This is an optimization exercise on Yosys and OpenROAD, whose aim is small area, not a production implementation.
Function was checked by simulation only, so behaviour that the tests miss may differ from the original.

**flow/run.sh**
```bash
#!/bin/bash
# synth_recipe.tcl (not shown) runs the flow's synth.tcl, then flattens the netlist and writes it again
# the make line also repeats each setting of config.mk as NAME=value (left out here)
make -C /OpenROAD-flow-scripts/flow DESIGN_CONFIG=/design/flow/config.mk WORK_HOME=/design/flow/orfs CLKGATE_MAP_FILE= SYNTH_SCRIPT=/design/flow/synth_recipe.tcl finish
```
**flow/config.mk**
```make
export PLATFORM = sky130hd
export DESIGN_NAME = ERM16_microprocessor
export DESIGN_NICKNAME = ERM16_microprocessor
export VERILOG_FILES = /design/flow/design.v
export SDC_FILE = /design/flow/constraint.sdc
export NUM_CORES = 4
export LEC_CHECK = 0
export ABC_AREA = 1
export CAP_MARGIN = 20
export CORE_MARGIN = 2
export CORE_UTILIZATION = 40
export SLEW_MARGIN = 20
```
**flow/constraint.sdc**
```tcl
create_clock -name core_clock -period 30.0 [get_ports {clk}]
set_input_delay 6.0000 -clock core_clock [delete_from_list [all_inputs] [get_ports {clk}]]
set_output_delay 6.0000 -clock core_clock [all_outputs]
set_load 0.01 [all_outputs]
```
**flow/design.v**
```verilog
module muxflags (input logic [5:0] DI, input logic [2:0] sel, output logic DO);
  always_comb begin
    case (sel)
      3'd0: DO = DI[0];
      3'd1: DO = DI[1];
      3'd3: DO = DI[3];
      3'd4: DO = DI[4];
      3'd5: DO = DI[5];
      default: DO = 1'b0;
    endcase
  end
endmodule
module reg_file (input logic clk, rst, input logic [2:0] RA1, RA2, WA3, input logic WE3,
                 input logic [15:0] WD3, output logic [15:0] RD1, RD2);
  logic [15:0] sram [0:7];
  logic [15:0] wd;
  logic [7:0]  en, s1, s2;
  assign wd = WD3 & {16{~rst}};
  always_comb begin
    for (int i = 0; i < 8; i++) begin
      en[i] = rst | (WE3 & (WA3 == 3'(i)));
      s1[i] = (RA1 == 3'(i));
      s2[i] = (RA2 == 3'(i));
    end
  end
  always_ff @(posedge clk) begin
    for (int i = 0; i < 8; i++)
      if (en[i]) sram[i] <= wd;
  end
  always_comb begin
    RD1 = 16'h0;
    RD2 = 16'h0;
    for (int i = 0; i < 8; i++) begin
      RD1 = RD1 | (sram[i] & {16{s1[i]}});
      RD2 = RD2 | (sram[i] & {16{s2[i]}});
    end
  end
endmodule
module alu16 (input logic [15:0] a, b, input logic [4:0] func, input logic f3in,
              output logic [5:0] flagsout, output logic [15:0] y);
  logic is_logic, is_as, is_sub, is_mul, is_div, is_mod, is_rev, is_lsl, is_lsr, is_cmp;
  assign is_logic = func[4];
  assign is_as  = (func[4:1] == 4'b0000);
  assign is_sub = is_as & func[0];
  assign is_mul = (func == 5'b00010);
  assign is_div = (func == 5'b00011);
  assign is_mod = (func == 5'b00100);
  assign is_rev = (func == 5'b00101);
  assign is_lsl = (func == 5'b00110);
  assign is_lsr = (func == 5'b00111);
  assign is_cmp = (func == 5'b01000);
  logic [16:0] sum;
  assign sum = {1'b0, a} + {1'b0, b ^ {16{func[0]}}} + {16'b0, f3in ^ func[0]};
  logic [15:0] lg;
  always_comb
    for (int i = 0; i < 16; i++) lg[i] = func[{a[i], b[i]}];
  logic [16:0] sx, sz;
  always_comb begin
    for (int i = 0; i < 17; i++) sx[i] = is_lsl ? (i == 0 ? 1'b0 : a[16-i]) : (i == 16 ? 1'b0 : a[i]);
    sz = (b[15:5] != 11'd0) ? 17'd0 : (sx >> b[4:0]);
  end
  logic [15:0] shl, shr;
  always_comb
    for (int i = 0; i < 16; i++) begin
      shl[i] = sz[16-i];
      shr[i] = sz[i];
    end
  logic cmp_eq, cmp_lt;
  assign cmp_lt = (a[15:1] == 15'd0);
  assign cmp_eq = (a[15:2] == 14'd0) & a[1] & ~a[0];
  assign y = ({16{is_logic}} & lg)
           | ({16{is_as}}    & sum[15:0])
           | ({16{is_rev}}   & {b[7:0], b[15:8]})
           | ({16{is_lsl}}   & shl)
           | ({16{is_lsr}}   & shr);
  assign flagsout[5] = is_cmp & cmp_eq;
  assign flagsout[4] = is_as & (sum[16] ^ func[0]);
  assign flagsout[3] = is_lsl & sz[0];
  assign flagsout[2] = 1'b0;
  assign flagsout[1] = is_cmp & ~cmp_eq & ~cmp_lt;
  assign flagsout[0] = is_cmp & cmp_lt;
endmodule
module mdu_rows #(parameter int TLO = 0, THI = 15) (
  input  logic [TLO:0] rin, input logic [15-TLO:15-THI] abit, input logic [15:0] b, input logic mul,
  output logic [15-TLO:15-THI] q, output logic [THI+1:0] rout);
  logic [16:0] hz;    
  always_comb begin
    hz[16] = 1'b1;
    for (int k = 15; k >= 0; k--) hz[k] = hz[k+1] & ~b[k];
  end
  genvar t, k;
  generate for (t = TLO; t <= THI; t++) begin : row
    logic [t+1:0] s, yv, sm, r;
    logic [t+2:0] c;
    logic sel;
    assign s[0] = ~mul & abit[15-t];
    if (t == TLO) begin : f
      assign s[t+1:1] = rin;
    end else begin : n
      assign s[t+1:1] = row[t-1].r;
    end
    for (k = 0; k <= t + 1; k++) begin : bitk
      if (k < 16) begin : lo
        assign yv[k] = mul ? (abit[15-t] & b[k]) : ~b[k];
      end else begin : hi
        assign yv[k] = ~mul;
      end
    end
    assign c[0] = ~mul;
    for (k = 0; k <= t + 1; k++) begin : add
      assign sm[k] = s[k] ^ yv[k] ^ c[k];
      assign c[k+1] = (s[k] & yv[k]) | (s[k] & c[k]) | (yv[k] & c[k]);
    end
    assign q[15-t] = hz[t+1] & c[t+1];
    assign sel = mul | q[15-t];
    assign r = sel ? sm : s;
  end endgenerate
  assign rout = row[THI].r;
endmodule
module control_unit (
  input  logic [6:0] opcode, input logic clk, state_flag_bit, init,
  output logic wrmem, ioe, intreq, we3, rst, hlt, wrpc, pcen, prefix, jump, ch, ret, wrflags, seladdr,
  output logic [2:0] jsel, output logic [4:0] func, output logic [2:0] stwr,
  output logic spc_a, output logic [1:0] spc_b);
  localparam logic [4:0] ADD_OP=5'b00000, NOP_OP=5'b10000, CMP_OP=5'b01000;
  logic [5:0] c;
  logic e;
  logic [2:0] state;
  assign {c, e} = opcode;
  logic i_ldw, i_stw, i_mov, i_hlt, i_rst, i_int, i_in, i_out, i_ch, i_ret, i_cmp, i_j;
  logic c_mem, c_alu, c_jmp, c_jpos, c_jneg, c_def;
  assign i_ldw = (c == 6'd0);
  assign i_stw = (c == 6'd1);
  assign i_mov = (c == 6'd2);
  assign i_hlt = (c == 6'd3);
  assign i_rst = (c == 6'd4);
  assign i_int = (c == 6'd5);
  assign i_in  = (c == 6'd6);
  assign i_out = (c == 6'd7);
  assign i_ch  = (c == 6'd8);
  assign i_ret = (c == 6'd9);
  assign i_j   = (c == 6'd25);
  assign i_cmp = (c == 6'd38);
  assign c_mem = i_ldw | i_stw | i_int | i_in | i_out;
  assign c_alu = ((c >= 6'd10) && (c <= 6'd24)) | (c == 6'd39);
  assign c_jmp = (c >= 6'd25) && (c <= 6'd37);
  assign c_jpos = (c == 6'd26) | (c == 6'd28) | (c == 6'd30) | (c == 6'd32) | (c == 6'd34) | (c == 6'd35);
  assign c_jneg = (c == 6'd27) | (c == 6'd29) | (c == 6'd31) | (c == 6'd33) | (c == 6'd36) | (c == 6'd37);
  assign c_def = (c >= 6'd40);
  logic [4:0] alu_code;
  always_comb begin
    case (c)
      6'd10: alu_code = 5'b00000;  
      6'd11: alu_code = 5'b00001;  
      6'd12: alu_code = 5'b00010;  
      6'd13: alu_code = 5'b00011;  
      6'd39: alu_code = 5'b00100;  
      6'd14: alu_code = 5'b10101;  
      6'd15: alu_code = 5'b11110;  
      6'd16: alu_code = 5'b11000;  
      6'd17: alu_code = 5'b10001;  
      6'd18: alu_code = 5'b10111;  
      6'd19: alu_code = 5'b10110;  
      6'd20: alu_code = 5'b11001;  
      6'd21: alu_code = 5'b00110;  
      6'd24: alu_code = 5'b00101;  
      default: alu_code = 5'b00111;  
    endcase
  end
  logic [2:0] jcode;
  always_comb begin
    case (c)
      6'd26, 6'd27: jcode = 3'd5;
      6'd28, 6'd29: jcode = 3'd3;
      6'd30, 6'd31: jcode = 3'd4;
      6'd32, 6'd33: jcode = 3'd2;
      6'd34, 6'd36: jcode = 3'd1;
      default:      jcode = 3'd0;
    endcase
  end
  logic s0, s1, s2, s3, s4, s5;
  assign s0 = (state == 3'd0);
  assign s1 = (state == 3'd1);
  assign s2 = (state == 3'd2);
  assign s3 = (state == 3'd3);
  assign s4 = (state == 3'd4);
  assign s5 = (state == 3'd5);
  assign pcen = wrpc & ~(s3 & i_hlt);
  always_ff @(posedge clk, posedge init) begin
    if (init) begin
      func <= NOP_OP; wrmem <= 0; ioe <= 0; intreq <= 0; stwr <= 0; we3 <= 0; rst <= 1; wrpc <= 0;
      prefix <= 0; jump <= 0; ch <= 0; hlt <= 0; ret <= 0; spc_a <= 0; spc_b <= 0; wrflags <= 0;
      jsel <= 0; seladdr <= 0; state <= 0;
    end else begin
      if ((s3 & (i_mov | i_rst | i_cmp | c_alu | c_def)) |
          (s4 & (i_ldw | i_stw | i_out | i_int | i_ret | i_j | c_jpos | c_jneg)) |
          (s5 & (i_ch | i_in)))
        state <= 3'd0;
      else if ((s3 & i_hlt) | hlt)
        state <= 3'd7;
      else
        state <= state + 3'd1;
      if (s0) func <= NOP_OP;
      else if (s1) func <= ADD_OP;
      else if (s3 & (c_mem | i_mov | i_ret | c_jmp)) func <= NOP_OP;
      else if (s3 & i_cmp) func <= CMP_OP;
      else if (s3 & c_alu) func <= alu_code;
      wrmem  <= s4 & i_stw;
      intreq <= s4 & i_int;
      if (s0) ioe <= 0; else if (s4 & (i_in | i_out)) ioe <= 1;
      if (s0) stwr <= 0;
      else if (s3 & i_mov) stwr <= e ? 3'd1 : 3'd2;
      else if (s3 & (i_ch | c_alu)) stwr <= 0;
      else if ((s4 & i_ldw) | (s5 & i_in)) stwr <= 3'd4;
      if (s0) we3 <= 0;
      else if ((s3 & (i_mov | c_alu)) | (s4 & (i_ldw | i_ch)) | (s5 & i_in)) we3 <= 1;
      if (s0) rst <= 0; else if (s3 & i_rst) rst <= 1;
      if (s0) wrpc <= 0;
      else if (s2) wrpc <= 1;
      else if (s3 & ~i_rst) wrpc <= 0;
      else if (s4 & (i_ret | i_j)) wrpc <= 1;
      else if (s4 & c_jpos) wrpc <= state_flag_bit;
      else if (s4 & c_jneg) wrpc <= ~state_flag_bit;
      else if (s5 & i_ch) wrpc <= 1;
      if (s0) prefix <= 0; else if (s3 & (i_ch | c_jmp)) prefix <= e; else if (s3 & i_ret) prefix <= 0;
      if (s0) jump <= 0; else if (s3 & (i_ch | i_ret | c_jmp)) jump <= 1;
      if (s0) ch <= 0; else if (s3 & i_ch) ch <= 1; else if (s4 & i_ch) ch <= 0;
      if (s0) hlt <= 0; else if (s3 & i_hlt) hlt <= 1;
      if (s0) ret <= 0; else if (s3 & i_ret) ret <= 1;
      if (s0) spc_a <= 0; else if (s1) spc_a <= 1; else if (s3 & (i_cmp | c_alu)) spc_a <= 0;
      if (s0) spc_b <= 0; else if (s1) spc_b <= 2; else if (s3 & c_alu) spc_b <= {1'b0, e};
      if (s0) wrflags <= 0; else if (s3 & (i_cmp | c_alu)) wrflags <= 1;
      if (s0) jsel <= 0; else if (s3 & c_jmp) jsel <= jcode;
      if (s0) seladdr <= 0; else if (s3 & c_mem) seladdr <= 1; else if (s4 & i_ldw) seladdr <= 0;
    end
  end
endmodule
module ERM16_microprocessor (input logic init,clk,input logic [15:0] DI,output logic [15:0] ADDR_BUS,DO,output logic wrmem,ioe,intreq);
  logic we3, rst, hlt, wrpc, pcen, prefix, jump, ch, ret, wrflags, seladdr, spc_a, flagbit;
  logic [1:0] spc_b;
  logic [2:0] stwr;
  logic [4:0] func;
  logic [6:0]  q_ir;
  logic [8:0]  q_op;
  logic [15:0] RD1, RD2, a, b, imm, PC, A_ALU, B_ALU, y, WD3;
  logic [2:0]  A1, A3;
  logic [5:0]  flags, flags_in;
  always_ff @(posedge clk) begin
    q_ir <= DI[15:9];
    q_op <= DI[8:0];
  end
  assign imm = {{10{q_op[5]}}, q_op[5:0]};
  assign A1  = ret ? 3'b111 : q_op[8:6];
  assign A3  = ch  ? 3'b111 : q_op[8:6];
  always_comb begin
    case (stwr)
      3'd1:    WD3 = imm;
      3'd2:    WD3 = b;
      3'd4:    WD3 = DI;
      default: WD3 = y;
    endcase
  end
  logic md_e, mul_e;
  assign md_e  = (func == 5'b00010) | (func == 5'b00011) | (func == 5'b00100);
  assign mul_e = (func == 5'b00010);
  logic v1, v2, m1, m2, dv1, dv2, a_stale, smul;
  logic [2:0] d1, d2;
  logic [12:0] R;           
  logic [15:0] X;           
  logic [6:0]  rin0;
  logic [5:0]  abs;
  logic [15:10] qs;
  logic [12:0] rs;
  logic [3:0]  q3;
  logic [16:0] r3o;
  logic [15:0] mdres;
  assign smul = mul_e | m1;
  assign rin0 = v1 ? R[6:0] : 7'd0;
  assign abs  = v1 ? X[15:10] : A_ALU[15:10];
  mdu_rows #(6, 11)  mdus(.rin(rin0), .abit(abs), .b(B_ALU), .mul(smul), .q(qs), .rout(rs));
  mdu_rows #(12, 15) mdu3(.rin(R), .abit(X[15:12]), .b(b), .mul(m2), .q(q3), .rout(r3o));
  always_ff @(posedge clk) begin
    v1 <= md_e; m1 <= mul_e; dv1 <= (func == 5'b00011); d1 <= A3;
    v2 <= v1 & ~rst; m2 <= m1; dv2 <= dv1; d2 <= d1;
    R <= rs;
    X <= {v1 ? X[9:0] : A_ALU[9:0], qs};
    a_stale <= (A1 == d1);
  end
  assign mdres = (dv2 & ~m2) ? {X[11:0], q3} : r3o[15:0];
  logic fwd1, rf_we;
  logic [2:0] rf_wa;
  logic [15:0] rf_wd;
  assign fwd1  = v2 & (A1 == d2);
  assign rf_we = (we3 & ~md_e) | v2;
  assign rf_wa = v2 ? d2 : A3;
  assign rf_wd = v2 ? mdres : WD3;
  reg_file regfile(.clk(clk), .rst(rst), .RA1(A1), .RA2(q_op[5:3]), .WA3(rf_wa), .WE3(rf_we), .WD3(rf_wd), .RD1(RD1), .RD2(RD2));
  always_ff @(posedge clk) begin
    if (rst) a <= 16'h0; else if (!hlt) a <= fwd1 ? mdres : RD1;
    b <= (md_e | v1) ? B_ALU : RD2;
  end
  assign A_ALU = spc_a ? PC : a;
  always_comb begin
    case (spc_b)
      2'd0:    B_ALU = b;
      2'd1:    B_ALU = imm;
      default: B_ALU = 16'd2;
    endcase
  end
  alu16 ALU(.a(A_ALU), .b(B_ALU), .func(func), .f3in(flags[3]), .flagsout(flags_in), .y(y));
  always_ff @(posedge clk) begin
    if (rst) flags <= 6'h0;
    else if (wrflags) flags <= flags_in;
    else if (v2 & m2) flags[4] <= r3o[16];
  end
  muxflags mux_Jcc(.DI(flags), .sel(jsel), .DO(flagbit));
  logic [2:0] jsel;
  always_ff @(posedge clk) begin
    if (rst) PC <= 16'h0;
    else if (pcen) PC <= jump ? (prefix ? imm : a) : y;
  end
  always_ff @(posedge clk) begin
    if (rst) ADDR_BUS <= 16'h0; else ADDR_BUS <= seladdr ? b : PC;
    if (rst) DO <= 16'h0; else if (!hlt) DO <= (v2 & a_stale) ? mdres : a;
  end
  control_unit cb(.opcode(q_ir), .clk(clk), .state_flag_bit(flagbit), .init(init),
    .wrmem(wrmem), .ioe(ioe), .intreq(intreq), .we3(we3), .rst(rst), .hlt(hlt), .wrpc(wrpc), .pcen(pcen),
    .prefix(prefix), .jump(jump), .ch(ch), .ret(ret), .wrflags(wrflags), .seladdr(seladdr),
    .jsel(jsel), .func(func), .stwr(stwr), .spc_a(spc_a), .spc_b(spc_b));
endmodule
```
==> qor.csv, run 1 <==
metric,value,unit
max_cap viols,0,
Die Width,238.0,um
share of cells above drive strength 1,0.06691,
PostCTS Resize Cnt,0,
DP HPWL,69050,um
number of synthesized flops with an enable pin,128,
max-slew violations,0,
status,no timing/DRC/antenna violations,
root buf cell,clkbuf_16,
die area,56630,um^2
final setup skew,32.54,ps
CP Launch Type,register,
Final nets,3123,
most frequent CP cell,fa_1,
Longest Clk Path Bufs,3,
Critical Path RT,30470,ps
total gr overflow,0,
post-layout worst setup margin,2558,ps
vias in the first global route,21270,
Synth Cell Area,21890,um^2
Post-CTS Setup Bufs,0,
TNS Setup,0,ps
crit end category,register,
"CTS clk-pin slew, worst paths",70,ps
Final Cycle Share,0.9147,
synthesized area per cell,7.387,um^2
synth unique cells,68,
largest net degree at the start of global routing,77,
unrepaired setup endpoints after global routing,no,
Synth Register Bits,306,
worst-margin pin slew,1110,ps
Routed Wire Length,91300,um
placed inst area,23180,um^2
1st-iter DRT viols,2520,
Worst-Skew Late Latency,570,ps
Yosys warning count,8,
"Primary FF master, synth",dfxtp_1,
first-pass GRT wire length,135500,um
"commonest non-fill, non-tap cell in the layout",nand2_1,
CP Data Arrival Time,27910,ps
GRT Total Usage,0.3204,
Final setup viols,0,
Routability Congestion,1.038,
TritonCTS clock tree,done,
f_max,36.44,MHz
slowest stage cell on the critical path,inv_1,
Via Count,22290,
Die Y,238.0,um
Core Box Area,53920,um^2
H-tree levels,2,
Final ANT Viol Nets,0,
Syn Nets,3110,
vias per cell,6.022,
"slowest stage delay, CP",610,ps
CTS buffer count,35,
synthesized instance count,2964,
post-synthesis sequential area ratio,0.3453,
Worst Path Max Fanout,48,
most frequent cells in the layout,"735 x nand2_1, 374 x o21ai_0, 325 x inv_1",
Hold Buf Count CTS,0,
Tmin final,27440,ps
critical path class,register to register,
Layout Area Growth over Synthesis,11.69,%
Final Hold Viols,0,
TritonCTS Sinks,306,
# IOs,53,
Avg WL per Cell,24.66,um
Residual DRC,0,
Hold Path Class,register to register,
I/O Buffers,52,
Post-synth ARST share,0.09804,
initial core utilization,0.4061,
First-pass DRT Iterations,8,
relative slew slack,0.2572,
final instance area,24450,um^2
initial antenna violation count,1,
dpl ws,2808,ps
row count,85,
-- layout make-up --
type | count | area, um^2
Tap cell | 696 | 870.8
Antenna cell | 2 | 5.005
Multi-Input combinational cell | 2186 | 12550
Inverter | 342 | 1286
Sequential cell | 306 | 7560
Clock inverter | 17 | 259.0
Timing Repair Buffer | 106 | 923.4
Fill cell | 5413 | 29470
Clock buffer | 47 | 1002
-- cell usage after synthesis (all sizes together) (2+ instances only) --
cell type,count,area (um^2)
a21boi,5,56.30
a211oi,11,82.58
o22ai,25,176.4
a221oi,41,359.1
dfxtp,148,2963
fa,102,2042
a41oi,7,61.31
o21bai,2,15.01
buf,28,157.7
o211ai,21,157.7
edfxtp,128,3844
inv,337,1267
a22o,7,61.31
clkbuf,102,382.9
a21oi,235,1176
nor2,200,780.8
o221ai,4,35.03
nor4,3,33.78
nor3,33,170.2
nand3,126,648.1
mux2i,17,170.2
clkinv,5,18.77
o21ai,413,2127
or2,21,131.4
dfrtp,28,700.7
o2111ai,13,113.9
ha,26,325.3
o31ai,2,15.01
nand4,23,158.9
and2,7,43.79
a31oi,25,156.4
o21a,4,30.03
a22oi,25,187.7
xor2,15,131.4
dfstp,2,52.55
nand2,751,2869
a21o,3,22.52
xnor2,10,87.58
-- final timing paths --
| path | start | to | slack, ps | cells past startpoint |
|---|---|---|---|---|
| setup / recovery | cb.func[1] | R[12] | 2560 | 94 |
| hold / removal | dv1 | dv2 | 340 | 0 |
| setup reg to reg | cb.func[1] | R[12] | 2560 | 94 |
| hold reg to reg | dv1 | dv2 | 340 | 0 |
| max in group asynchronous | init | cb.rst | 23830 | 3 |
| min in group asynchronous | init | cb.func[1] | 5830 | 3 |
-- flip-flops by register name, indices dropped and copies added (netlist names), 2 cells and up --
name	count
PC	16
q_op	9
q_ir	7
R	13
cb.func	5
d1	3
cb.jsel	3
DO	16
flags	5
cb.state	3
cb.alu_code	5
cb.spc_b	2
a	16
ADDR_BUS	16
d2	3
X	16
regfile.sram	128
b	16
cb.stwr	3
-- critical path, delay by kind of cell, from the launching register on --
family | cells | cell delay [ps]
AO/OA/AOI/OAI | 5 | 650
adder cells (fa/ha/maj) | 48 | 19140
flip-flops | 1 | 570
XOR/XNOR | 3 | 460
buffers and inverters | 14 | 2640
AND/OR/NAND/NOR | 24 | 3870
-- routing by layer --
| metal | vias to the layer above | GRT usage | wire length, um |
|---|---|---|---|
| met1 | 10740 | 0.4338 | 37950 |
| met5 | - | 0 | 0 |
| met2 | 1264 | 0.5051 | 40760 |
| met4 | 0 | 0.1336 | 4249 |
| met3 | 247 | 0.05796 | 8351 |
| li1 | 10050 | - | - |
-- through the flow --
step / hold WS (ps) / utilization / instances
after detailed placement: 321.4 / 0.4300 / 3635
after global routing: 345.6 / 0.4534 / 3700
after floorplan: 309.6 / - / 2964
final: 338.2 / 0.4535 / 3702
after CTS: 335.3 / 0.4533 / 3699
after global placement: 316.8 / 0.4300 / 3635
-- kinds of logic (layout without fill, tap and decap cells) --
| logic type | Yosys count | after routing | synth area share |
|---|---|---|---|
| and+or+nand+nor | 1166 | 1166 | 0.2216 |
| AOI/OAI and AO/OA | 850 | 850 | 0.2238 |
| buffers and inverters | 472 | 512 | 0.08343 |
| DFF | 306 | 306 | 0.3453 |
| adders and majority gates | 128 | 128 | 0.1081 |
| xor gates and xnor gates | 25 | 25 | 0.01000 |
| muxes | 17 | 17 | 0.007772 |
| other | 0 | 2 | 0 |
==> run 2, diff against run 1 <==
--- a/flow/design.v
+++ b/flow/design.v
@@ -38,15 +38,11 @@
 endmodule
 module alu16 (input logic [15:0] a, b, input logic [4:0] func, input logic f3in,
+              input logic md_v, input logic [15:0] md_res,
               output logic [5:0] flagsout, output logic [15:0] y);
-  logic is_logic, is_as, is_sub, is_mul, is_div, is_mod, is_rev, is_lsl, is_lsr, is_cmp;
+  logic is_logic, is_as, is_sub, is_rev, is_cmp;
   assign is_logic = func[4];
   assign is_as  = (func[4:1] == 4'b0000);
   assign is_sub = is_as & func[0];
-  assign is_mul = (func == 5'b00010);
-  assign is_div = (func == 5'b00011);
-  assign is_mod = (func == 5'b00100);
   assign is_rev = (func == 5'b00101);
-  assign is_lsl = (func == 5'b00110);
-  assign is_lsr = (func == 5'b00111);
   assign is_cmp = (func == 5'b01000);
   logic [16:0] sum;
@@ -55,26 +51,14 @@
   always_comb
     for (int i = 0; i < 16; i++) lg[i] = func[{a[i], b[i]}];
-  logic [16:0] sx, sz;
-  always_comb begin
-    for (int i = 0; i < 17; i++) sx[i] = is_lsl ? (i == 0 ? 1'b0 : a[16-i]) : (i == 16 ? 1'b0 : a[i]);
-    sz = (b[15:5] != 11'd0) ? 17'd0 : (sx >> b[4:0]);
-  end
-  logic [15:0] shl, shr;
-  always_comb
-    for (int i = 0; i < 16; i++) begin
-      shl[i] = sz[16-i];
-      shr[i] = sz[i];
-    end
   logic cmp_eq, cmp_lt;
   assign cmp_lt = (a[15:1] == 15'd0);
   assign cmp_eq = (a[15:2] == 14'd0) & a[1] & ~a[0];
   assign y = ({16{is_logic}} & lg)
-           | ({16{is_as}}    & sum[15:0])
-           | ({16{is_rev}}   & {b[7:0], b[15:8]})
-           | ({16{is_lsl}}   & shl)
-           | ({16{is_lsr}}   & shr);
+           | ({16{is_as & ~md_v}} & sum[15:0])
+           | ({16{md_v}}     & md_res)
+           | ({16{is_rev}}   & {b[7:0], b[15:8]});
   assign flagsout[5] = is_cmp & cmp_eq;
   assign flagsout[4] = is_as & (sum[16] ^ func[0]);
-  assign flagsout[3] = is_lsl & sz[0];
+  assign flagsout[3] = 1'b0;
   assign flagsout[2] = 1'b0;
   assign flagsout[1] = is_cmp & ~cmp_eq & ~cmp_lt;
@@ -82,5 +66,5 @@
 endmodule
 module mdu_rows #(parameter int TLO = 0, THI = 15) (
-  input  logic [TLO:0] rin, input logic [15-TLO:15-THI] abit, input logic [15:0] b, input logic mul,
+  input  logic [TLO:0] rin, input logic [15-TLO:15-THI] abit, input logic [15:0] b, input logic b16, input logic mul,
   output logic [15-TLO:15-THI] q, output logic [THI+1:0] rout);
   logic [16:0] hz;    
@@ -104,5 +88,5 @@
         assign yv[k] = mul ? (abit[15-t] & b[k]) : ~b[k];
       end else begin : hi
-        assign yv[k] = ~mul;
+        assign yv[k] = mul ? (abit[15-t] & b16) : 1'b1;
       end
     end
@@ -244,4 +228,5 @@
   logic [8:0]  q_op;
   logic [15:0] RD1, RD2, a, b, imm, PC, A_ALU, B_ALU, y, WD3;
+  logic bh;
   logic [2:0]  A1, A3;
   logic [5:0]  flags, flags_in;
@@ -261,8 +246,17 @@
     endcase
   end
-  logic md_e, mul_e;
-  assign md_e  = (func == 5'b00010) | (func == 5'b00011) | (func == 5'b00100);
-  assign mul_e = (func == 5'b00010);
-  logic v1, v2, m1, m2, dv1, dv2, a_stale, smul;
+  logic md_e, mul_e, sh_e;
+  logic [15:0] boh, bin;
+  logic b16e, bz;
+  assign md_e  = (func == 5'b00010) | (func == 5'b00011) | (func == 5'b00100) | (func[4:1] == 4'b0011);
+  assign mul_e = (func == 5'b00010) | (func == 5'b00110);
+  assign sh_e  = (func[4:1] == 4'b0011);
+  always_comb begin
+    boh = 16'd0;
+    if (B_ALU[15:4] == 12'd0) boh[B_ALU[3:0]] = 1'b1;
+  end
+  assign b16e = sh_e & (B_ALU == 16'd16);
+  assign bin  = sh_e ? boh : B_ALU;
+  logic v1, v2, m1, m2, qs1, qs2, k1, k2, a_stale, smul;
   logic [2:0] d1, d2;
   logic [12:0] R;           
@@ -278,14 +272,15 @@
   assign rin0 = v1 ? R[6:0] : 7'd0;
   assign abs  = v1 ? X[15:10] : A_ALU[15:10];
-  mdu_rows #(6, 11)  mdus(.rin(rin0), .abit(abs), .b(B_ALU), .mul(smul), .q(qs), .rout(rs));
-  mdu_rows #(12, 15) mdu3(.rin(R), .abit(X[15:12]), .b(b), .mul(m2), .q(q3), .rout(r3o));
+  mdu_rows #(6, 11)  mdus(.rin(rin0), .abit(abs), .b(bin), .b16(1'b0), .mul(smul), .q(qs), .rout(rs));
+  mdu_rows #(12, 15) mdu3(.rin(R), .abit(X[15:12]), .b(b), .b16(bh), .mul(m2), .q(q3), .rout(r3o));
   always_ff @(posedge clk) begin
-    v1 <= md_e; m1 <= mul_e; dv1 <= (func == 5'b00011); d1 <= A3;
-    v2 <= v1 & ~rst; m2 <= m1; dv2 <= dv1; d2 <= d1;
+    v1 <= md_e; m1 <= mul_e; qs1 <= (func == 5'b00011) | (func == 5'b00111); k1 <= sh_e; d1 <= A3;
+    v2 <= v1 & ~rst; m2 <= m1; qs2 <= qs1; k2 <= k1; d2 <= d1;
     R <= rs;
     X <= {v1 ? X[9:0] : A_ALU[9:0], qs};
     a_stale <= (A1 == d1);
   end
-  assign mdres = (dv2 & ~m2) ? {X[11:0], q3} : r3o[15:0];
+  assign bz = (b == 16'd0);
+  assign mdres = qs2 ? ((k2 & bz) ? 16'd0 : {X[11:0], q3}) : r3o[15:0];
   logic fwd1, rf_we;
   logic [2:0] rf_wa;
@@ -294,11 +289,12 @@
   assign rf_we = (we3 & ~md_e) | v2;
   assign rf_wa = v2 ? d2 : A3;
-  assign rf_wd = v2 ? mdres : WD3;
+  assign rf_wd = WD3;    
   reg_file regfile(.clk(clk), .rst(rst), .RA1(A1), .RA2(q_op[5:3]), .WA3(rf_wa), .WE3(rf_we), .WD3(rf_wd), .RD1(RD1), .RD2(RD2));
   always_ff @(posedge clk) begin
-    if (rst) a <= 16'h0; else if (!hlt) a <= fwd1 ? mdres : RD1;
-    b <= (md_e | v1) ? B_ALU : RD2;
+    if (rst) a <= 16'h0; else a <= fwd1 ? mdres : RD1;
+    b <= (md_e | v1) ? bin : RD2;
+    bh <= md_e ? b16e : bh;
   end
-  assign A_ALU = spc_a ? PC : a;
+  assign A_ALU = wrflags ? a : PC;
   always_comb begin
     case (spc_b)
@@ -308,9 +304,10 @@
     endcase
   end
-  alu16 ALU(.a(A_ALU), .b(B_ALU), .func(func), .f3in(flags[3]), .flagsout(flags_in), .y(y));
+  alu16 ALU(.a(A_ALU), .b(B_ALU), .func(func), .f3in(flags[3]), .md_v(v2), .md_res(mdres), .flagsout(flags_in), .y(y));
   always_ff @(posedge clk) begin
     if (rst) flags <= 6'h0;
     else if (wrflags) flags <= flags_in;
-    else if (v2 & m2) flags[4] <= r3o[16];
+    else if (v2 & m2 & ~k2) flags[4] <= r3o[16];
+    else if (v2 & m2 & k2) flags[3] <= r3o[16];
   end
   muxflags mux_Jcc(.DI(flags), .sel(jsel), .DO(flagbit));
--- a/flow/config.mk
+++ b/flow/config.mk
@@ -10,3 +10,6 @@
 export CORE_MARGIN = 2
 export CORE_UTILIZATION = 40
+export CTS_BUF_LIST = sky130_fd_sc_hd__clkbuf_16
+export CTS_CLUSTER_DIAMETER = 100
+export CTS_CLUSTER_SIZE = 30
 export SLEW_MARGIN = 20
==> qor.csv, run 2 <==
metric,value,unit
"slowest stage delay, CP",530,ps
dpl cells,3456,
Routability Congestion,1.007,
Hold Buf Count CTS,0,
max_cap viols,0,
f_max,36.48,MHz
first-pass GRT wire length,123800,um
Die Width,234.5,um
Final ANT Viol Nets,0,
Simple-Gate Fraction of Synth Area,0.2014,
Critical Path RT,30270,ps
Hold Path Class,register to register,
initial antenna violation count,2,
Final Cycle Share,0.9137,
Tmin final,27410,ps
Yosys top cell by area,edfxtp_1,
slowest stage cell on the critical path,inv_1,
GRT Total Usage,0.3048,
# fillers,5350,
Via Count,20310,
post-synth top area share,0.1823,
synthesized area per cell,7.662,um^2
TNS Setup,0,ps
ranking of synthesized cells by area,"edfxtp_1 18%, dfxtp_1 14%, nand2_1 10%",
total gr overflow,0,
fin cells,3485,
root buf cell,clkbuf_16,
largest net degree at the start of global routing,66,
critical path class,register to register,
"commonest non-fill, non-tap cell in the layout",nand2_1,
Post-CTS Setup Bufs,0,
most frequent cells in the layout,"573 x nand2_1, 427 x inv_1, 320 x o21ai_0",
largest family of logic cells by synthesized area,compound AO/OA/AOI/OAI gates,
First-pass DRT Iterations,5,
H-tree levels,1,
number of synthesized flops with an enable pin,129,
status,no timing/DRC/antenna violations,
Layout Area Growth over Synthesis,9.222,%
vias in the first global route,19220,
Compound-Gate Fraction of Synth Area,0.2044,
Synth Register Bits,308,
DP HPWL,64300,um
CTS buffer count,16,
CP Launch Type,register,
TritonCTS Sinks,308,
post-layout worst setup margin,2589,ps
Core Box Area,52550,um^2
crit end category,register,
worst-margin pin slew,1135,ps
Final Hold Viols,0,
vias per cell,5.828,
area share of fa/ha/maj cells after synthesis,0.1185,
unrepaired setup endpoints after global routing,no,
die area,54980,um^2
relative slew slack,0.2431,
Residual DRC,0,
Synth Cell Area,21250,um^2
Avg WL per Cell,24.07,um
CP Data Arrival Time,27680,ps
synthesized instance count,2773,
dpl ws,2775,ps
Longest Clk Path Bufs,3,
Syn Nets,2928,
Post-synth ARST share,0.09416,
Post-synth top cells,"573 x nand2_1, 423 x inv_1, 328 x o21ai_0",
Yosys warning count,8,
share of cells above drive strength 1,0.05293,
synth unique cells,63,
post-synthesis sequential area ratio,0.3579,
most frequent CP cell,fa_1,
most frequent cell after synthesis,nand2_1,
Worst Path Max Fanout,50,
initial core utilization,0.4043,
Final nets,2941,
Final setup viols,0,
TritonCTS clock tree,done,
"Primary FF master, synth",dfxtp_1,
1st-iter DRT viols,2348,
row count,84,
multiplexer share of the synthesized area,0.006654,
max-slew violations,0,
Worst-Skew Late Latency,550,ps
"CTS clk-pin slew, worst paths",120,ps
xor/xnor share of the synthesized area,0.01443,
I/O Buffers,52,
Die Y,234.5,um
max reg flops,128,
Largest Register,regfile.sram,
# IOs,53,
PostCTS Resize Cnt,0,
Routed Wire Length,83870,um
final setup skew,31.81,ps
-- run 2: cell count changes in the layout (fill, tap and decap cells not counted), moves of 10 or more --
| cell | delta |
|---|---|
| nor3_1 | -13 |
| nand3_1 | +32 |
| o21ai_1 | -16 |
| o21ai_0 | -54 |
| o22ai_1 | +32 |
| and2_1 | +12 |
| nand2_1 | -162 |
| clkbuf_16 | -19 |
| inv_1 | +102 |
| a22oi_1 | -16 |
| nor2_1 | -40 |
| nor4_1 | +10 |
| a21oi_1 | -60 |
| xor2_1 | +13 |
-- run 2: cells by family (layout without fill, tap and decap cells) --
| logic type | Yosys count | after routing |
|---|---|---|
| simple gates | 999 | 999 |
| compound gates | 738 | 738 |
| flops | 308 | 308 |
| mux | 14 | 14 |
| buf+inv | 542 | 565 |
| fa+ha+maj | 137 | 137 |
| other cells | 0 | 1 |
| xor+xnor | 35 | 35 |
-- run 2: critical path: cells and delay by family (launching register included) --
family                   cells  cell delay [ps]
AND/OR/NAND/NOR             11             1670
adder cells (fa/ha/maj)     54            21580
buffers and inverters        8             1770
AO/OA/AOI/OAI                9             1780
flip-flops                   1              310
-- run 2: layout make-up --
| type | instances | area, um^2 | share of cell area |
|---|---|---|---|
| antenna | 1 | 2.502 | 0.0001078 |
| clock buffer | 17 | 425.4 | 0.01833 |
| clock inverter | 11 | 128.9 | 0.005553 |
| inverter | 434 | 1632 | 0.07030 |
| multi-input combinational | 1923 | 11650 | 0.5018 |
| sequential | 308 | 7605 | 0.3277 |
| tap | 688 | 860.8 | 0.03709 |
| timing repair buffer | 103 | 907.1 | 0.03909 |
-- run 2: per-stage QoR --
stage	utilization	area [um^2]	hold WS [ps]
6_report	0.4416	23210	339.1
5_1_grt	0.4416	23200	346.1
4_1_cts	0.4414	23200	339.1
3_5_place_dp	0.4309	22640	314.4
3_3_place_gp	0.4306	22630	311.2
2_1_floorplan	-	21250	309.6
-- run 2: final timing paths --
kind                       slack (ps)                 end  from  cells after the start
max                              2590  regfile.sram[3][9]    m2                     82
min                               340                 qs2   qs1                      0
max reg2reg                      2590  regfile.sram[3][9]    m2                     82
min reg2reg                       340                 qs2   qs1                      0
max in group asynchronous       23830              cb.rst  init                      3
min in group asynchronous        5840          cb.stwr[1]  init                      3
-- run 2: metal layers --
metal	vias to the layer above	GRT usage	wire (um)
li1	9322	-	-
met1	9820	0.4183	35680
met2	986	0.4801	37410
met3	180	0.05002	7019
met4	2	0.1209	3747
met5	-	0	12
==> run 3, diff against run 2 <==
--- a/flow/config.mk
+++ b/flow/config.mk
@@ -10,6 +10,3 @@
 export CORE_MARGIN = 2
 export CORE_UTILIZATION = 40
-export CTS_BUF_LIST = sky130_fd_sc_hd__clkbuf_16
-export CTS_CLUSTER_DIAMETER = 100
-export CTS_CLUSTER_SIZE = 30
 export SLEW_MARGIN = 20
==> qor.csv, run 3 <==
metric,value,unit
status,no timing/DRC/antenna violations,
Worst Path Max Fanout,50,
die area,54980,um^2
Hold Path Class,register to register,
synth unique cells,63,
root buf cell,clkbuf_16,
# fillers,5282,
dpl cells,3456,
share of cells above drive strength 1,0.06382,
DP HPWL,64300,um
Final ANT Viol Nets,0,
I/O Buffers,52,
area share of fa/ha/maj cells after synthesis,0.1185,
number of synthesized flops with an enable pin,129,
TNS Setup,0,ps
row count,84,
First-pass DRT Iterations,7,
GRT Total Usage,0.3077,
Hold Buf Count CTS,0,
# IOs,53,
max reg flops,128,
"commonest non-fill, non-tap cell in the layout",nand2_1,
critical path class,register to register,
Yosys warning count,8,
final setup skew,38.28,ps
Layout Area Growth over Synthesis,12.73,%
vias per cell,5.827,
post-synthesis sequential area ratio,0.3579,
TritonCTS Sinks,308,
Worst-Skew Late Latency,570,ps
largest family of logic cells by synthesized area,compound AO/OA/AOI/OAI gates,
max-slew violations,0,
"CTS clk-pin slew, worst paths",60,ps
Die Y,234.5,um
total gr overflow,0,
synthesized area per cell,7.662,um^2
TritonCTS clock tree,done,
Largest Register,regfile.sram,
fin util,0.4558,
Residual DRC,0,
worst-margin pin slew,1164,ps
Longest Clk Path Bufs,3,
Post-synth ARST share,0.09416,
"Primary FF master, synth",dfxtp_1,
Core Box Area,52550,um^2
unrepaired setup endpoints after global routing,no,
crit path capture,regfile.sram[3][9],
Critical Path RT,30270,ps
Synth Register Bits,308,
crit end category,register,
final instance area,23950,um^2
ranking of synthesized cells by area,"edfxtp_1 18%, dfxtp_1 14%, nand2_1 10%",
Via Count,20540,
Post-CTS Setup Bufs,0,
post-synth top area share,0.1823,
Routed Wire Length,84600,um
slowest stage cell on the critical path,inv_1,
Final Hold Viols,0,
Avg WL per Cell,24.00,um
Hold Path Origin,qs1,
"slowest stage delay, CP",530,ps
relative slew slack,0.2158,
most frequent CP cell,fa_1,
most frequent cells in the layout,"573 x nand2_1, 422 x inv_1, 320 x o21ai_0",
Crit Reg-Reg Endpoint,regfile.sram[3][9],
CP Launch Type,register,
PostCTS Resize Cnt,0,
CP Data Arrival Time,27800,ps
H-tree levels,2,
Post-synth top cells,"573 x nand2_1, 423 x inv_1, 328 x o21ai_0",
xor/xnor share of the synthesized area,0.01443,
Tmin final,27530,ps
FF-to-FF path depth,82,
initial antenna violation count,2,
f_max,36.33,MHz
placed inst area,22640,um^2
Final setup viols,0,
max_cap viols,0,
FF-to-FF setup slack,2470,ps
CTS buffer count,37,
Simple-Gate Fraction of Synth Area,0.2014,
1st-iter DRT viols,2314,
Final nets,2962,
most frequent cell after synthesis,nand2_1,
vias in the first global route,19510,
Final Cycle Share,0.9176,
R2R Path Start,m2,
Yosys top cell by area,edfxtp_1,
synthesized instance count,2773,
multiplexer share of the synthesized area,0.006654,
first-pass GRT wire length,124600,um
largest net degree at the start of global routing,66,
Synth Cell Area,21250,um^2
Compound-Gate Fraction of Synth Area,0.2044,
Die Width,234.5,um
Worst Setup SP,m2,
fin cells,3525,
Syn Nets,2928,
initial core utilization,0.4043,
Routability Congestion,1.007,
[run 3: per-stage QoR]
step	setup slack, ps	hold slack, ps
floorplan	5347	309.6
global placement	3179	311.2
detailed placement	2775	314.4
CTS	2754	327.2
global route	1449	333.0
finish	2472	327.1
[run 3: kinds of logic (layout without fill, tap and decap cells)]
logic type	Yosys count	count (layout)
AO/OA/AOI/OAI	738	738
flip-flops	308	308
buffers and inverters	542	605
AND/OR/NAND/NOR	999	999
adder cells (fa/ha/maj)	137	137
other	0	1
XOR/XNOR	35	35
multiplexers	14	14
[run 3: worst max-delay path: cells and delay by family, from the launching register on]
kind	cells	cell delay, ps
buf+inv	8	1760
fa+ha+maj	54	21650
simple gates	11	1700
compound gates	9	1800
flops	1	290
[run 3: how the worst min path moves through the flow]
stage          end  slack, ps  cells after the start
2_1_floorplan   k2        310                      0
3_3_place_gp    k2        310                      0
3_5_place_dp    k2        310                      0
4_1_cts        qs2        330                      0
5_1_grt        qs2        330                      0
6_report       qs2        330                      0
[run 3: layout make-up]
type                    count  area, um^2  area share
diodes                      1       2.502   0.0001045
clock buffers              45       977.2     0.04080
clock inverters            23       321.6     0.01343
inverters                 434        1632     0.06812
multi-input cells        1923       11650      0.4862
flip-flops and latches    308        7605      0.3175
well taps                 688       860.8     0.03594
repair buffers            103       907.1     0.03787
[run 3: metal layers]
metal  vias up  part of all wire  GRT usage
li1       9397                 -          -
met1      9910              0.42     0.4156
met2      1027              0.44     0.4787
met3       204             0.086    0.05911
met4         2             0.048     0.1384
met5         -           0.00013          0
==> run 4, diff against run 3 <==
--- a/flow/config.mk
+++ b/flow/config.mk
@@ -10,3 +10,6 @@
 export CORE_MARGIN = 2
 export CORE_UTILIZATION = 40
+export CTS_BUF_LIST = sky130_fd_sc_hd__clkbuf_8
+export CTS_CLUSTER_DIAMETER = 60
+export CTS_CLUSTER_SIZE = 16
 export SLEW_MARGIN = 20
==> qor.csv, run 4 <==
metric,value,unit
# IOs,53,
First-pass DRT Iterations,6,
first-pass GRT wire length,124200,um
crit end category,register,
Die Width,234.5,um
crit path capture,regfile.sram[5][9],
synthesized area per cell,7.662,um^2
unrepaired setup endpoints after global routing,no,
max reg flops,128,
DP HPWL,64300,um
relative slew slack,0.2191,
Yosys top cell by area,edfxtp_1,
Final ANT Viol Nets,0,
TNS Setup,0,ps
row count,84,
vias in the first global route,19380,
Syn Nets,2928,
status,no timing/DRC/antenna violations,
"CTS clk-pin slew, worst paths",100,ps
Residual DRC,0,
initial antenna violation count,1,
post-synthesis sequential area ratio,0.3579,
Final Cycle Share,0.9182,
CP Data Arrival Time,27930,ps
max-slew violations,0,
"Primary FF master, synth",dfxtp_1,
Layout Area Growth over Synthesis,9.875,%
Worst Path Max Fanout,50,
max_cap viols,0,
Critical Path RT,30380,ps
post-synth top area share,0.1823,
most frequent CP cell,fa_1,
synthesized instance count,2773,
synth unique cells,63,
hold_ws,336.5,ps
Post-CTS Setup Bufs,0,
"commonest non-fill, non-tap cell in the layout",nand2_1,
slowest stage cell on the critical path,inv_1,
share of cells above drive strength 1,0.06159,
H-tree levels,1,
PostCTS Resize Cnt,0,
I/O Buffers,52,
Routed Wire Length,84090,um
Tmin final,27550,ps
Via Count,20480,
Post-synth ARST share,0.09416,
root buf cell,clkbuf_8,
1st-iter DRT viols,2293,
TritonCTS Sinks,308,
vias per cell,5.830,
f_max,36.30,MHz
Worst-Skew Late Latency,660,ps
FF-to-FF setup slack,2450,ps
final setup skew,34.01,ps
GRT Total Usage,0.3052,
TritonCTS clock tree,done,
Die Y,234.5,um
CP Launch Type,register,
die area,54980,um^2
most frequent cells in the layout,"573 x nand2_1, 430 x inv_1, 320 x o21ai_0",
Final Hold Viols,0,
Core Box Area,52550,um^2
Final setup viols,0,
Yosys warning count,8,
# diodes,0,
Final nets,2956,
"slowest stage delay, CP",520,ps
Worst Setup SP,m2,
CTS buffer count,31,
Post-synth top cells,"573 x nand2_1, 423 x inv_1, 328 x o21ai_0",
Crit Reg-Reg Endpoint,regfile.sram[5][9],
initial core utilization,0.4043,
Routability Congestion,1.007,
critical path class,register to register,
Longest Clk Path Bufs,3,
Avg WL per Cell,23.94,um
total gr overflow,0,
Largest Register,regfile.sram,
Synth Cell Area,21250,um^2
most frequent cell after synthesis,nand2_1,
ranking of synthesized cells by area,"edfxtp_1 18%, dfxtp_1 14%, nand2_1 10%",
R2R Path Start,m2,
# fillers,5349,
number of synthesized flops with an enable pin,129,
Synth Register Bits,308,
worst-margin pin slew,1159,ps
Hold Path Class,register to register,
Hold Buf Count CTS,0,
largest net degree at the start of global routing,66,
fin util,0.4443,
FF-to-FF path depth,82,
[run 4: per-stage QoR]
| stage | area [um^2] | instances | worst slack (ps) |
|---|---|---|---|
| floorplan | 21250 | 2773 | 5347 |
| global placement | 22630 | 3455 | 3179 |
| detailed placement | 22640 | 3456 | 2775 |
| CTS | 23340 | 3513 | 2792 |
| global route | 23350 | 3513 | 1478 |
| finish | 23350 | 3513 | 2455 |
[run 4: logic make-up after synthesis]
| kind of cell | Yosys count | synth area share |
|---|---|---|
| fa+ha+maj | 137 | 0.1185 |
| flops | 308 | 0.3579 |
| xor+xnor | 35 | 0.01443 |
| simple gates | 999 | 0.2014 |
| buf+inv | 542 | 0.09675 |
| mux | 14 | 0.006654 |
| compound gates | 738 | 0.2044 |
[run 4: routing by layer]
layer / global-route usage / share of wire / up-vias / wire (um)
met5: 0 / 0 / - / 0
met4: 0.1226 / 0.044 / 0 / 3674
met3: 0.05099 / 0.086 / 189 / 7263
met2: 0.4805 / 0.45 / 1023 / 37570
met1: 0.4179 / 0.42 / 9895 / 35580
li1: - / - / 9374 / -
[run 4: layout make-up]
| type | count | area [um^2] | share of cell area |
|---|---|---|---|
| clock inverters | 25 | 255.2 | 0.01093 |
| repair buffers | 103 | 907.1 | 0.03886 |
| flip-flops and latches | 308 | 7605 | 0.3257 |
| well taps | 688 | 860.8 | 0.03687 |
| inverters | 434 | 1632 | 0.06989 |
| clock buffers | 32 | 440.4 | 0.01886 |
| multi-input cells | 1923 | 11650 | 0.4988 |
[run 4: worst min path at each step]
stage | cells past startpoint | slack [ps] | end | startpoint
5_1_grt | 0 | 340 | qs2 | qs1
2_1_floorplan | 0 | 310 | k2 | k1
3_5_place_dp | 0 | 310 | k2 | k1
3_3_place_gp | 0 | 310 | k2 | k1
4_1_cts | 0 | 330 | k2 | k1
6_report | 0 | 340 | k2 | k1
[run 4: critical path, delay by kind of cell (launching register included)]
family | cells | cell delay (ps)
adder cells (fa/ha/maj) | 54 | 21650
AO/OA/AOI/OAI | 9 | 1830
buffers and inverters | 8 | 1760
AND/OR/NAND/NOR | 11 | 1730
flip-flops | 1 | 310
==> run 5, diff against run 4 <==
--- a/flow/design.v
+++ b/flow/design.v
@@ -105,6 +105,6 @@
   input  logic [6:0] opcode, input logic clk, state_flag_bit, init,
   output logic wrmem, ioe, intreq, we3, rst, hlt, wrpc, pcen, prefix, jump, ch, ret, wrflags, seladdr,
-  output logic [2:0] jsel, output logic [4:0] func, output logic [2:0] stwr,
-  output logic spc_a, output logic [1:0] spc_b);
+  output logic [2:0] jsel, output logic [4:0] func, output logic [1:0] stwr,
+  output logic [1:0] spc_b);
   localparam logic [4:0] ADD_OP=5'b00000, NOP_OP=5'b10000, CMP_OP=5'b01000;
   logic [5:0] c;
@@ -174,5 +174,5 @@
     if (init) begin
       func <= NOP_OP; wrmem <= 0; ioe <= 0; intreq <= 0; stwr <= 0; we3 <= 0; rst <= 1; wrpc <= 0;
-      prefix <= 0; jump <= 0; ch <= 0; hlt <= 0; ret <= 0; spc_a <= 0; spc_b <= 0; wrflags <= 0;
+      prefix <= 0; jump <= 0; ch <= 0; hlt <= 0; ret <= 0; spc_b <= 0; wrflags <= 0;
       jsel <= 0; seladdr <= 0; state <= 0;
     end else begin
@@ -194,7 +194,7 @@
       if (s0) ioe <= 0; else if (s4 & (i_in | i_out)) ioe <= 1;
       if (s0) stwr <= 0;
-      else if (s3 & i_mov) stwr <= e ? 3'd1 : 3'd2;
+      else if (s3 & i_mov) stwr <= e ? 2'd1 : 2'd2;
       else if (s3 & (i_ch | c_alu)) stwr <= 0;
-      else if ((s4 & i_ldw) | (s5 & i_in)) stwr <= 3'd4;
+      else if ((s4 & i_ldw) | (s5 & i_in)) stwr <= 2'd3;
       if (s0) we3 <= 0;
       else if ((s3 & (i_mov | c_alu)) | (s4 & (i_ldw | i_ch)) | (s5 & i_in)) we3 <= 1;
@@ -212,5 +212,4 @@
       if (s0) hlt <= 0; else if (s3 & i_hlt) hlt <= 1;
       if (s0) ret <= 0; else if (s3 & i_ret) ret <= 1;
-      if (s0) spc_a <= 0; else if (s1) spc_a <= 1; else if (s3 & (i_cmp | c_alu)) spc_a <= 0;
       if (s0) spc_b <= 0; else if (s1) spc_b <= 2; else if (s3 & c_alu) spc_b <= {1'b0, e};
       if (s0) wrflags <= 0; else if (s3 & (i_cmp | c_alu)) wrflags <= 1;
@@ -221,7 +220,7 @@
 endmodule
 module ERM16_microprocessor (input logic init,clk,input logic [15:0] DI,output logic [15:0] ADDR_BUS,DO,output logic wrmem,ioe,intreq);
-  logic we3, rst, hlt, wrpc, pcen, prefix, jump, ch, ret, wrflags, seladdr, spc_a, flagbit;
+  logic we3, rst, hlt, wrpc, pcen, prefix, jump, ch, ret, wrflags, seladdr, flagbit;
   logic [1:0] spc_b;
-  logic [2:0] stwr;
+  logic [1:0] stwr;
   logic [4:0] func;
   logic [6:0]  q_ir;
@@ -240,7 +239,7 @@
   always_comb begin
     case (stwr)
-      3'd1:    WD3 = imm;
-      3'd2:    WD3 = b;
-      3'd4:    WD3 = DI;
+      2'd1:    WD3 = imm;
+      2'd2:    WD3 = b;
+      2'd3:    WD3 = DI;
       default: WD3 = y;
     endcase
@@ -258,6 +257,6 @@
   assign b16e = sh_e & (B_ALU == 16'd16);
   assign bin  = sh_e ? boh : B_ALU;
-  logic v1, v2, m1, m2, qs1, qs2, k1, k2, a_stale, smul;
-  logic [2:0] d1, d2;
+  logic v1, v2, m1, qs1, k1, a_stale, smul;
+  logic [2:0] d1;
   logic [12:0] R;           
   logic [15:0] X;           
@@ -269,24 +268,27 @@
   logic [16:0] r3o;
   logic [15:0] mdres;
-  assign smul = mul_e | m1;
+  assign smul = v1 ? m1 : mul_e;
   assign rin0 = v1 ? R[6:0] : 7'd0;
-  assign abs  = v1 ? X[15:10] : A_ALU[15:10];
+  assign abs  = v1 ? X[15:10] : a[15:10];
   mdu_rows #(6, 11)  mdus(.rin(rin0), .abit(abs), .b(bin), .b16(1'b0), .mul(smul), .q(qs), .rout(rs));
-  mdu_rows #(12, 15) mdu3(.rin(R), .abit(X[15:12]), .b(b), .b16(bh), .mul(m2), .q(q3), .rout(r3o));
+  mdu_rows #(12, 15) mdu3(.rin(R), .abit(X[15:12]), .b(b), .b16(bh), .mul(m1), .q(q3), .rout(r3o));
   always_ff @(posedge clk) begin
-    v1 <= md_e; m1 <= mul_e; qs1 <= (func == 5'b00011) | (func == 5'b00111); k1 <= sh_e; d1 <= A3;
-    v2 <= v1 & ~rst; m2 <= m1; qs2 <= qs1; k2 <= k1; d2 <= d1;
+    v1 <= md_e;
+    v2 <= v1 & ~rst;
+    if (md_e) begin
+      m1 <= mul_e; qs1 <= (func == 5'b00011) | (func == 5'b00111); k1 <= sh_e; d1 <= A3;
+    end
     R <= rs;
-    X <= {v1 ? X[9:0] : A_ALU[9:0], qs};
+    X <= {v1 ? X[9:0] : a[9:0], qs};
     a_stale <= (A1 == d1);
   end
   assign bz = (b == 16'd0);
-  assign mdres = qs2 ? ((k2 & bz) ? 16'd0 : {X[11:0], q3}) : r3o[15:0];
+  assign mdres = qs1 ? ((k1 & bz) ? 16'd0 : {X[11:0], q3}) : r3o[15:0];
   logic fwd1, rf_we;
   logic [2:0] rf_wa;
   logic [15:0] rf_wd;
-  assign fwd1  = v2 & (A1 == d2);
+  assign fwd1  = v2 & (A1 == d1);
   assign rf_we = (we3 & ~md_e) | v2;
-  assign rf_wa = v2 ? d2 : A3;
+  assign rf_wa = v2 ? d1 : A3;
   assign rf_wd = WD3;    
   reg_file regfile(.clk(clk), .rst(rst), .RA1(A1), .RA2(q_op[5:3]), .WA3(rf_wa), .WE3(rf_we), .WD3(rf_wd), .RD1(RD1), .RD2(RD2));
@@ -308,6 +310,6 @@
     if (rst) flags <= 6'h0;
     else if (wrflags) flags <= flags_in;
-    else if (v2 & m2 & ~k2) flags[4] <= r3o[16];
-    else if (v2 & m2 & k2) flags[3] <= r3o[16];
+    else if (v2 & m1 & ~k1) flags[4] <= r3o[16];
+    else if (v2 & m1 & k1) flags[3] <= r3o[16];
   end
   muxflags mux_Jcc(.DI(flags), .sel(jsel), .DO(flagbit));
@@ -324,4 +326,4 @@
     .wrmem(wrmem), .ioe(ioe), .intreq(intreq), .we3(we3), .rst(rst), .hlt(hlt), .wrpc(wrpc), .pcen(pcen),
     .prefix(prefix), .jump(jump), .ch(ch), .ret(ret), .wrflags(wrflags), .seladdr(seladdr),
-    .jsel(jsel), .func(func), .stwr(stwr), .spc_a(spc_a), .spc_b(spc_b));
+    .jsel(jsel), .func(func), .stwr(stwr), .spc_b(spc_b));
 endmodule
--- a/flow/config.mk
+++ b/flow/config.mk
@@ -13,3 +13,4 @@
 export CTS_CLUSTER_DIAMETER = 60
 export CTS_CLUSTER_SIZE = 16
+export GPL_TIMING_DRIVEN = 0
 export SLEW_MARGIN = 20
==> qor.csv, run 5 <==
metric,value,unit
critical path class,register to register,
CTS buffer count,36,
"Primary FF master, synth",dfxtp_1,
H-tree levels,2,
"commonest non-fill, non-tap cell in the layout",nand2_1,
Crit Reg-Reg Endpoint,regfile.sram[3][13],
Residual DRC,0,
most frequent CP cell,fa_1,
synthesized instance count,2751,
fin cells,3562,
post-synthesis sequential area ratio,0.3539,
Via Count,21000,
Synth Register Bits,301,
"slowest stage delay, CP",680,ps
final setup skew,51.52,ps
Hold Buf Count CTS,0,
Syn Nets,2906,
root buf cell,clkbuf_8,
TritonCTS clock tree,done,
synth unique cells,62,
die area,54980,um^2
Core Box Area,52550,um^2
FF-to-FF setup slack,1040,ps
FF-to-FF path depth,84,
Die Width,234.5,um
initial core utilization,0.4043,
Worst Path Max Fanout,10,
largest net degree at the start of global routing,29,
Critical Path RT,30330,ps
# IOs,53,
dpl cells,3498,
share of cells above drive strength 1,0.06265,
max reg flops,128,
slowest stage cell on the critical path,o211ai_1,
Routed Wire Length,87730,um
Yosys warning count,8,
vias in the first global route,19350,
Post-synth top cells,"565 x nand2_1, 408 x inv_1, 311 x o21ai_0",
unrepaired setup endpoints after global routing,no,
CP Launch Type,register,
most frequent cells in the layout,"565 x nand2_1, 410 x inv_1, 303 x o21ai_0",
Final nets,3003,
number of synthesized flops with an enable pin,135,
"CTS clk-pin slew, worst paths",90,ps
# fillers,5400,
R2R Path Start,m1,
max_cap viols,0,
Layout Area Growth over Synthesis,10.78,%
PostCTS Resize Cnt,0,
placed inst area,22770,um^2
Final ANT Viol Nets,0,
GRT Total Usage,0.3170,
TNS Setup,0,ps
Routability Congestion,1.026,
post-synth top area share,0.1908,
1st-iter DRT viols,2599,
crit end category,register,
worst-margin pin slew,1241,ps
First-pass DRT Iterations,8,
row count,84,
ranking of synthesized cells by area,"edfxtp_1 19%, dfxtp_1 13%, fa_1 10%",
total gr overflow,0,
most frequent cell after synthesis,nand2_1,
Hold Path Class,register to register,
Die Y,234.5,um
final instance area,23540,um^2
Longest Clk Path Bufs,3,
Avg WL per Cell,24.63,um
Post-synth ARST share,0.09302,
DP HPWL,69860,um
f_max,34.53,MHz
vias per cell,5.894,
Worst-Skew Late Latency,650,ps
initial antenna violation count,2,
TritonCTS Sinks,301,
first-pass GRT wire length,127500,um
Final setup viols,0,
Worst Setup SP,m1,
synthesized area per cell,7.723,um^2
max-slew violations,0,
CP Data Arrival Time,29290,ps
Final Hold Viols,0,
Largest Register,regfile.sram,
status,no timing/DRC/antenna violations,
Tmin final,28960,ps
Yosys top cell by area,edfxtp_1,
crit path capture,regfile.sram[3][13],
Post-CTS Setup Bufs,0,
relative slew slack,0.1664,
I/O Buffers,52,
Synth Cell Area,21250,um^2
Final Cycle Share,0.9654,
[run 5: cell types whose count changed in the layout (fill, tap and decap cells not counted), moves of 11 or more]
cell      before  now
nand4_1       17   28
buf_4         50    1
nor2_1       149  131
nand3_1      156  139
o211ai_1      29   44
inv_1        430  410
o21ai_0      320  303
dfxtp_1      150  138
nand3_2        2   18
clkbuf_1       0   90
[run 5: routing by layer]
layer  GRT usage  up-vias  routed length [um]
li1            -     9455                   -
met1      0.4469    10210               37470
met2      0.4878     1137               38640
met3     0.05523      189                8316
met4      0.1150        2                3295
met5           0        -                  12
[run 5: area by class of cell]
cell class                 count  area [um^2]  area share
antenna                        1        2.502   0.0001063
buffer                       107        425.4     0.01807
clock buffer                  36        495.5     0.02105
clock inverter                27        271.5     0.01154
inverter                     434         1638     0.06958
multi-input combinational   1909        11710      0.4977
sequential                   301         7520      0.3195
tap                          688        860.8     0.03657
timing repair buffer          59        610.6     0.02594
[run 5: cells by family after synthesis]
family                     Yosys count  share of synthesized area
DFF                                301                     0.3539
buffers and inverters              541                    0.09711
adders and majority gates          137                     0.1185
muxes                               14                   0.006595
and+or+nand+nor                    991                     0.2076
AOI/OAI and AO/OA                  736                     0.2035
xor gates and xnor gates            31                    0.01278
[run 5: worst min path at each step]
stage	cells past startpoint	end	from
after floorplan	2	X[10]	X[4]
after global placement	2	X[14]	X[8]
after CTS	2	X[14]	X[8]
after global routing	2	PC[7]	PC[7]
final	2	DO[3]	DO[3]
after detailed placement	2	X[13]	X[7]
[run 5: stage by stage]
| stage | utilization | hold WS, ps | setup WS, ps |
|---|---|---|---|
| 2_1_floorplan | - | 425.4 | 5337 |
| 3_3_place_gp | 0.4306 | 440.7 | 1837 |
| 3_5_place_dp | 0.4333 | 457.4 | 1732 |
| 4_1_cts | 0.4479 | 474.7 | 1638 |
| 5_1_grt | 0.4479 | 499.5 | 280.6 |
| 6_report | 0.4479 | 473.9 | 1037 |
[run 5: critical path: cells and delay by family, from the launching register on]
family,cells,cell delay (ps)
adders and majority gates,53,21780
AOI/OAI and AO/OA,6,1640
DFF,1,480
and+or+nand+nor,14,2190
buffers and inverters,11,2520
==> run 6, diff against run 5 <==
--- a/flow/config.mk
+++ b/flow/config.mk
@@ -13,4 +13,3 @@
 export CTS_CLUSTER_DIAMETER = 60
 export CTS_CLUSTER_SIZE = 16
-export GPL_TIMING_DRIVEN = 0
 export SLEW_MARGIN = 20
==> qor.csv, run 6 <==
metric,value,unit
TritonCTS clock tree,done,
Worst Setup SP,m1,
GRT Total Usage,0.3116,
Final nets,2917,
Synth Register Bits,301,
placed inst area,22490,um^2
Die Y,234.5,um
first-pass GRT wire length,126300,um
synthesized instance count,2751,
Final setup viols,0,
max-slew violations,0,
Yosys warning count,8,
TritonCTS Sinks,301,
most frequent cell after synthesis,nand2_1,
initial core utilization,0.4043,
worst-margin pin slew,1142,ps
vias per cell,5.869,
hold_ws,460.8,ps
dpl ws,3290,ps
Tmin final,26930,ps
Routed Wire Length,85880,um
Via Count,20400,
Post-CTS Setup Bufs,0,
I/O Buffers,52,
CP Data Arrival Time,27340,ps
largest net degree at the start of global routing,60,
H-tree levels,1,
synth unique cells,62,
synthesized area per cell,7.723,um^2
Core Box Area,52550,um^2
vias in the first global route,19680,
post-layout worst setup margin,3068,ps
share of cells above drive strength 1,0.06784,
post-synthesis sequential area ratio,0.3539,
Syn Nets,2906,
Worst-Skew Late Latency,690,ps
final instance area,23180,um^2
Synth Cell Area,21250,um^2
"CTS clk-pin slew, worst paths",100,ps
# IOs,53,
"Primary FF master, synth",dfxtp_1,
max reg flops,128,
"slowest stage delay, CP",500,ps
Hold Path Class,register to register,
most frequent cells in the layout,"565 x nand2_1, 410 x inv_1, 303 x o21ai_0",
Residual DRC,0,
row count,84,
R2R Path Start,m1,
status,no timing/DRC/antenna violations,
Final Hold Viols,0,
most frequent CP cell,fa_1,
post-synth top area share,0.1908,
total gr overflow,0,
f_max,37.13,MHz
Longest Clk Path Bufs,3,
number of synthesized flops with an enable pin,135,
CTS buffer count,30,
Worst Path Max Fanout,50,
Die Width,234.5,um
max_cap viols,0,
root buf cell,clkbuf_8,
Post-synth ARST share,0.09302,
run 6: changes by cell type in the layout (fill, tap and decap cells not counted), sizes merged:
cell,delta
clkinv,+3
clkbuf,-95
bufinv,+2
clkinvlp,-2
inv,-5
buf,+10
run 6: area by class of cell:
class                   count  area, um^2
clock buffers              31       426.7
diodes                      1       2.502
fillers                  5328       29370
repair buffers             86       775.7
inverters                 434        1638
clock inverters            25       259.0
multi-input cells        1909       11700
well taps                 688       860.8
flip-flops and latches    301        7520
run 6: path summary, 6_finish.rpt:
| check | to | slack (ps) | cells past startpoint |
|---|---|---|---|
| max in group asynchronous | cb.ch | 23890 | 2 |
| worst max register to register | regfile.sram[6][1] | 3070 | 80 |
| worst min-delay path | DO[15] | 460 | 2 |
| worst min register to register | DO[15] | 460 | 2 |
| worst max-delay path | regfile.sram[6][1] | 3070 | 80 |
| min in group asynchronous | cb.hlt | 5700 | 2 |
run 6: per-layer routing:
| layer | track usage | part of all wire | vias up | wire, um |
|---|---|---|---|---|
| met4 | 0.1570 | 0.059 | 2 | 5078 |
| met2 | 0.4950 | 0.45 | 1048 | 38530 |
| met3 | 0.06238 | 0.093 | 228 | 7958 |
| li1 | - | - | 9295 | - |
| met1 | 0.4039 | 0.40 | 9822 | 34300 |
| met5 | 0 | 0.00014 | - | 12 |
run 6: stage by stage:
stage,utilization,cells
2_1_floorplan,-,2751
3_3_place_gp,0.4280,3418
3_5_place_dp,0.4280,3418
4_1_cts,0.4411,3474
6_report,0.4411,3475
5_1_grt,0.4411,3474
run 6: cells by family (layout without fill, tap and decap cells):
group	count (synthesis)	count (layout)	share of synthesized area
other	0	1	0
xor gates and xnor gates	31	31	0.01278
adders and majority gates	137	137	0.1185
and+or+nand+nor	991	991	0.2076
muxes	14	14	0.006595
DFF	301	301	0.3539
AOI/OAI and AO/OA	736	736	0.2035
buffers and inverters	541	576	0.09711
run 6: tightest hold or removal path, cell delays in order, from the launching register on:
cell     delay (ps)
dfxtp_1         320
nand2_1          50
a21oi_1          50

## port drivers added, routing unchanged
The results above use ideal ports. As a check the final layouts listed here were re-extracted and re-timed, cells and wires unchanged. Step 1, drivers: a clkbuf_16 drives clk and a buf_2 each remaining input, both assumed. Step 2, shift: input delay + t, output delay - t, t = (earliest + latest rising clock arrival at the registers) / 2. This alone moves slack from input paths to output paths. Three values: no drivers, after step 1, after step 2; two values: the first two.
| run | t (ns) | slack for setup (ns) | worst hold slack (ns) | worst setup path after step 2 |
|---|---|---|---|---|
| run 1 | 0.615 | 2.558 / 2.558 / 2.558 | 0.338 / 0.338 / 0.338 | register to register |
| run 2 | 0.595 | 2.589 / 2.589 / 2.589 | 0.339 / 0.339 / 0.339 | register to register |
| run 3 | 0.612 | 2.472 / 2.472 / 2.472 | 0.327 / 0.327 / 0.327 | register to register |
| run 4 | 0.695 | 2.455 / 2.455 / 2.455 | 0.336 / 0.336 / 0.336 | register to register |
| run 5 | 0.678 | 1.037 / 1.037 / 1.037 | 0.474 / 0.474 / 0.474 | register to register |
| run 6 | 0.722 | 3.068 / 3.068 / 3.068 | 0.461 / 0.461 / 0.461 | register to register |
After both steps every run listed still meets setup and hold.
